Context: an optimization exercise on an open-source flow, tuned for small area. The choices shown serve that exercise and are no tape-out recipe.
The RTL was checked by simulation tests, not by an equivalence proof against the original design.
Power is estimated from default activity; no workload was simulated.

==> module PWMConvert, before the edit <==
module PWMConvert(GCK, Vsync, mode, rst, OUT, data, addr, en);
input            GCK;
input            Vsync;
input            mode;
input            rst;
input     [15:0] data;
output    [15:0] OUT;
output    [ 8:0] addr;
output           en;
reg       [15:0] OUT;
reg       [15:0] R;         
reg       [ 6:0] Q;         
reg       [ 1:0] lc;        
reg              pf;        
reg              p9_d;      
reg       [ 4:0] early [0:15];
reg       [ 4:0] cs    [0:15];
integer i;
wire l1   = ~Vsync & (lc == 2'd0);
wire xfer = ~Vsync & (lc == 2'd2);
wire [6:0] base = pf ? Q : Q - 7'd1;
always @(posedge GCK or posedge rst) begin
  if (rst) begin
    lc   <= 2'd3;
    R    <= 16'hffff;
    Q    <= 7'd1;
    pf   <= 1'b1;
    p9_d <= 1'b0;
  end
  else begin
    lc   <= Vsync ? 2'd0 : lc + 2'd1;
    R    <= l1 ? 16'hffff : R + 16'd1;
    if (l1) Q <= Q + 7'd1;
    pf   <= l1 | (pf & (R[3:0] != 4'd14));
    p9_d <= base[5];
  end
end
assign addr = {base[4:0], R[3:0]};
assign en   = mode ? base[6] : base[5];
wire        pf_d = (R[15:4] == 12'd0);            
wire [15:0] m    = mode ? {1'b0, data[15:1]} : data;
wire        cin  = mode & data[0] & ~p9_d;
wire [ 4:0] vl5  = {1'b0, m[3:0]} + {4'b0, cin};   
wire [11:0] mh   = m[15:4];
wire [11:0] Rh   = R[15:4];
reg  [11:0] tp, tm;
integer b;
always @(*) begin
  tp[0] = 1'b1;
  tm[0] = 1'b1;
  for (b = 1; b < 12; b = b + 1) begin
    tp[b] = tp[b-1] &  Rh[b-1];
    tm[b] = tm[b-1] & ~Rh[b-1];
  end
end
wire [11:0] x   = mh ^ Rh;
wire        eqA = (x == 12'd0);    
wire        eqP = (x == tp);       
wire        eqM = (x == tm);       
wire        hi0 = vl5[4] ? eqM : eqA;    
wire        hi1 = vl5[4] ? eqA : eqP;    
wire        lge = (vl5[3:0] >= R[3:0]);
wire arm      = (hi0 & lge) | (hi1 & ~lge);       
wire early_ok = hi0 | (hi1 & ~lge);               
wire [4:0] v5 = {m[4] ^ vl5[4], vl5[3:0]};
wire [4:0] k  = pf_d ? v5 : v5 - R[4:0];
reg  [4:0] lfsr_pre;
always @(*) begin
  case (k)
      5'd0: lfsr_pre = 5'h00;
      5'd1: lfsr_pre = 5'h0f;
      5'd2: lfsr_pre = 5'h08;
      5'd3: lfsr_pre = 5'h1b;
      5'd4: lfsr_pre = 5'h02;
      5'd5: lfsr_pre = 5'h0e;
      5'd6: lfsr_pre = 5'h18;
      5'd7: lfsr_pre = 5'h13;
      5'd8: lfsr_pre = 5'h16;
      5'd9: lfsr_pre = 5'h04;
      5'd10: lfsr_pre = 5'h0d;
      5'd11: lfsr_pre = 5'h09;
      5'd12: lfsr_pre = 5'h0b;
      5'd13: lfsr_pre = 5'h0a;
      5'd14: lfsr_pre = 5'h1a;
      5'd15: lfsr_pre = 5'h12;
      5'd16: lfsr_pre = 5'h06;
      5'd17: lfsr_pre = 5'h0c;
      5'd18: lfsr_pre = 5'h19;
      5'd19: lfsr_pre = 5'h03;
      5'd20: lfsr_pre = 5'h1e;
      5'd21: lfsr_pre = 5'h10;
      5'd22: lfsr_pre = 5'h07;
      5'd23: lfsr_pre = 5'h1c;
      5'd24: lfsr_pre = 5'h11;
      5'd25: lfsr_pre = 5'h17;
      5'd26: lfsr_pre = 5'h14;
      5'd27: lfsr_pre = 5'h05;
      5'd28: lfsr_pre = 5'h1d;
      5'd29: lfsr_pre = 5'h01;
      5'd30: lfsr_pre = 5'h1f;
      default: lfsr_pre = 5'h00;
  endcase
end
wire [4:0] bus = (pf_d & ~early_ok) ? 5'h15 : lfsr_pre;
always @(posedge GCK) begin
  if (pf_d) begin
    early[15] <= ~bus;
    for (i = 0; i < 15; i = i + 1) early[i] <= early[i + 1];
  end
  for (i = 0; i < 16; i = i + 1) begin
    if (xfer)
      cs[i] <= ~early[(i + 1) & 15];
    else if (~pf_d && arm && R[3:0] == ((i + 1) & 15))
      cs[i] <= bus;
    else
      cs[i] <= {~cs[i][3:0], ~(cs[i][4] ^ cs[i][2])};
  end
end
always @(posedge GCK or posedge rst) begin
  if (rst) OUT <= 16'b0;
  else begin
    for (i = 0; i < 16; i = i + 1) begin
      if (xfer)               OUT[i] <= 1'b1;
      else if (cs[i] == 5'd0) OUT[i] <= 1'b0;
    end
  end
end
endmodule
clock: 4.0 ns
lec_check: 0
cap_margin: 20
core_margin: 2
core_utilization: 40
slew_margin: 20
run.sh (not shown) runs the stock make flow with config.mk's settings and CLKGATE_MAP_FILE= SYNTH_SCRIPT=/design/flow/synth_recipe.tcl, a recipe that flattens the netlist after the stock synthesis.
Next try:
--- a/flow/design.v
+++ b/flow/design.v
@@ -6,66 +6,77 @@
 input     [15:0] data;
 output    [15:0] OUT;
 output    [ 8:0] addr;
 output           en;
 reg       [15:0] OUT;
-reg       [15:0] R;         
+reg       [15:0] T;         
 reg       [ 6:0] Q;         
 reg       [ 1:0] lc;        
 reg              pf;        
+reg              pf_d;      
 reg              p9_d;      
+reg              xfer;      
+reg              sh_r;      
+reg              ld_r;      
+reg       [ 4:0] bus_r;     
 reg       [ 4:0] early [0:15];
 reg       [ 4:0] cs    [0:15];
 integer i;
-wire l1   = ~Vsync & (lc == 2'd0);
-wire xfer = ~Vsync & (lc == 2'd2);
-wire [6:0] base = pf ? Q : Q - 7'd1;
+wire       l1    = ~Vsync & (lc == 2'd0);
+wire       pfrd  = l1 | pf;
+wire [6:0] base  = l1 ? Q + 7'd1 : pf ? Q : Q - 7'd1;
 always @(posedge GCK or posedge rst) begin
   if (rst) begin
     lc   <= 2'd3;
-    R    <= 16'hffff;
     Q    <= 7'd1;
     pf   <= 1'b1;
+    pf_d <= 1'b0;
+    xfer <= 1'b0;
     p9_d <= 1'b0;
   end
   else begin
     lc   <= Vsync ? 2'd0 : lc + 2'd1;
-    R    <= l1 ? 16'hffff : R + 16'd1;
     if (l1) Q <= Q + 7'd1;
-    pf   <= l1 | (pf & (R[3:0] != 4'd14));
+    pf   <= l1 | (pf & (T[3:0] != 4'd14));
+    pf_d <= pfrd;
+    xfer <= ~Vsync & (lc == 2'd1);
     p9_d <= base[5];
   end
 end
-assign addr = {base[4:0], R[3:0]};
+always @(posedge GCK) begin
+  if (rst)     T <= 16'hffff;
+  else if (l1) T <= 16'd0;
+  else         T <= T + 16'd1;
+end
+assign addr = {base[4:0], l1 ? 4'd15 : T[3:0]};
 assign en   = mode ? base[6] : base[5];
-wire        pf_d = (R[15:4] == 12'd0);            
 wire [15:0] m    = mode ? {1'b0, data[15:1]} : data;
 wire        cin  = mode & data[0] & ~p9_d;
 wire [ 4:0] vl5  = {1'b0, m[3:0]} + {4'b0, cin};   
 wire [11:0] mh   = m[15:4];
-wire [11:0] Rh   = R[15:4];
+wire [11:0] Th   = T[15:4];
 reg  [11:0] tp, tm;
 integer b;
 always @(*) begin
   tp[0] = 1'b1;
   tm[0] = 1'b1;
   for (b = 1; b < 12; b = b + 1) begin
-    tp[b] = tp[b-1] &  Rh[b-1];
-    tm[b] = tm[b-1] & ~Rh[b-1];
+    tp[b] = tp[b-1] &  Th[b-1];
+    tm[b] = tm[b-1] & ~Th[b-1];
   end
 end
-wire [11:0] x   = mh ^ Rh;
+wire [11:0] x   = mh ^ Th;
 wire        eqA = (x == 12'd0);    
 wire        eqP = (x == tp);       
 wire        eqM = (x == tm);       
 wire        hi0 = vl5[4] ? eqM : eqA;    
 wire        hi1 = vl5[4] ? eqA : eqP;    
-wire        lge = (vl5[3:0] >= R[3:0]);
+wire        lge = (vl5[3:0] >= T[3:0]);
 wire arm      = (hi0 & lge) | (hi1 & ~lge);       
 wire early_ok = hi0 | (hi1 & ~lge);               
 wire [4:0] v5 = {m[4] ^ vl5[4], vl5[3:0]};
-wire [4:0] k  = pf_d ? v5 : v5 - R[4:0];
+wire [4:0] k  = pf_d ? v5 : v5 - T[4:0];
 reg  [4:0] lfsr_pre;
 always @(*) begin
   case (k)
       5'd0: lfsr_pre = 5'h00;
       5'd1: lfsr_pre = 5'h0f;
@@ -99,21 +110,25 @@
       5'd29: lfsr_pre = 5'h01;
       5'd30: lfsr_pre = 5'h1f;
       default: lfsr_pre = 5'h00;
   endcase
 end
-wire [4:0] bus = (pf_d & ~early_ok) ? 5'h15 : lfsr_pre;
 always @(posedge GCK) begin
-  if (pf_d) begin
-    early[15] <= ~bus;
+  sh_r  <= pf_d;
+  ld_r  <= ~pf_d & arm;
+  bus_r <= (pf_d & ~early_ok) ? 5'h15 : lfsr_pre;
+end
+always @(posedge GCK) begin
+  if (sh_r) begin
+    early[15] <= ~bus_r;
     for (i = 0; i < 15; i = i + 1) early[i] <= early[i + 1];
   end
   for (i = 0; i < 16; i = i + 1) begin
     if (xfer)
       cs[i] <= ~early[(i + 1) & 15];
-    else if (~pf_d && arm && R[3:0] == ((i + 1) & 15))
-      cs[i] <= bus;
+    else if (ld_r && T[3:0] == ((i + 2) & 15))
+      cs[i] <= bus_r;
     else
       cs[i] <= {~cs[i][3:0], ~(cs[i][4] ^ cs[i][2])};
   end
 end
 always @(posedge GCK or posedge rst) begin
Result:
- flip-flop and latch count rose by 9
- clock power rose by a few percent
- final cell count fell by a little under a tenth
- cell area fell by a little under a tenth
- power fell by a quarter to a third
- global-route usage fell by 1.1 points

-- afterwards: timing with drivers on the ports --
The results above use ideal ports. As a check the final layouts listed here were re-extracted and re-timed, cells and wires unchanged.
Step 1 (the two cells are an assumption about what drives the block):
set clk [get_ports {GCK}]
set_driving_cell -lib_cell sky130_fd_sc_hd__clkbuf_16 $clk
set_driving_cell -lib_cell sky130_fd_sc_hd__buf_2 [delete_from_list [all_inputs] $clk]
Step 2 also shifts input and output timing later by t, the mid clock arrival at the registers, as if the neighbouring blocks saw the same clock.
Three values: no drivers, after step 1, after step 2; two values: the first two.
| run | t (ns) | setup WS [ns] | clock arrival spread, ns | worst slew at a driven data input, ns |
|---|---|---|---|---|
| the first run | 0.548 | 0.194 / 0.223 / -0.324 | 0.021 / 0.021 | 0.03 |
| the second run | 0.565 | 0.136 / 0.085 / -0.264 | 0.021 / 0.021 | 0.04 |
Met with ideal ports but missed after step 2: setup timing in the first run and the second run. The setup slack of the first run, which loses most, moves by +0.029 ns with the drivers and by -0.518 ns with both steps.
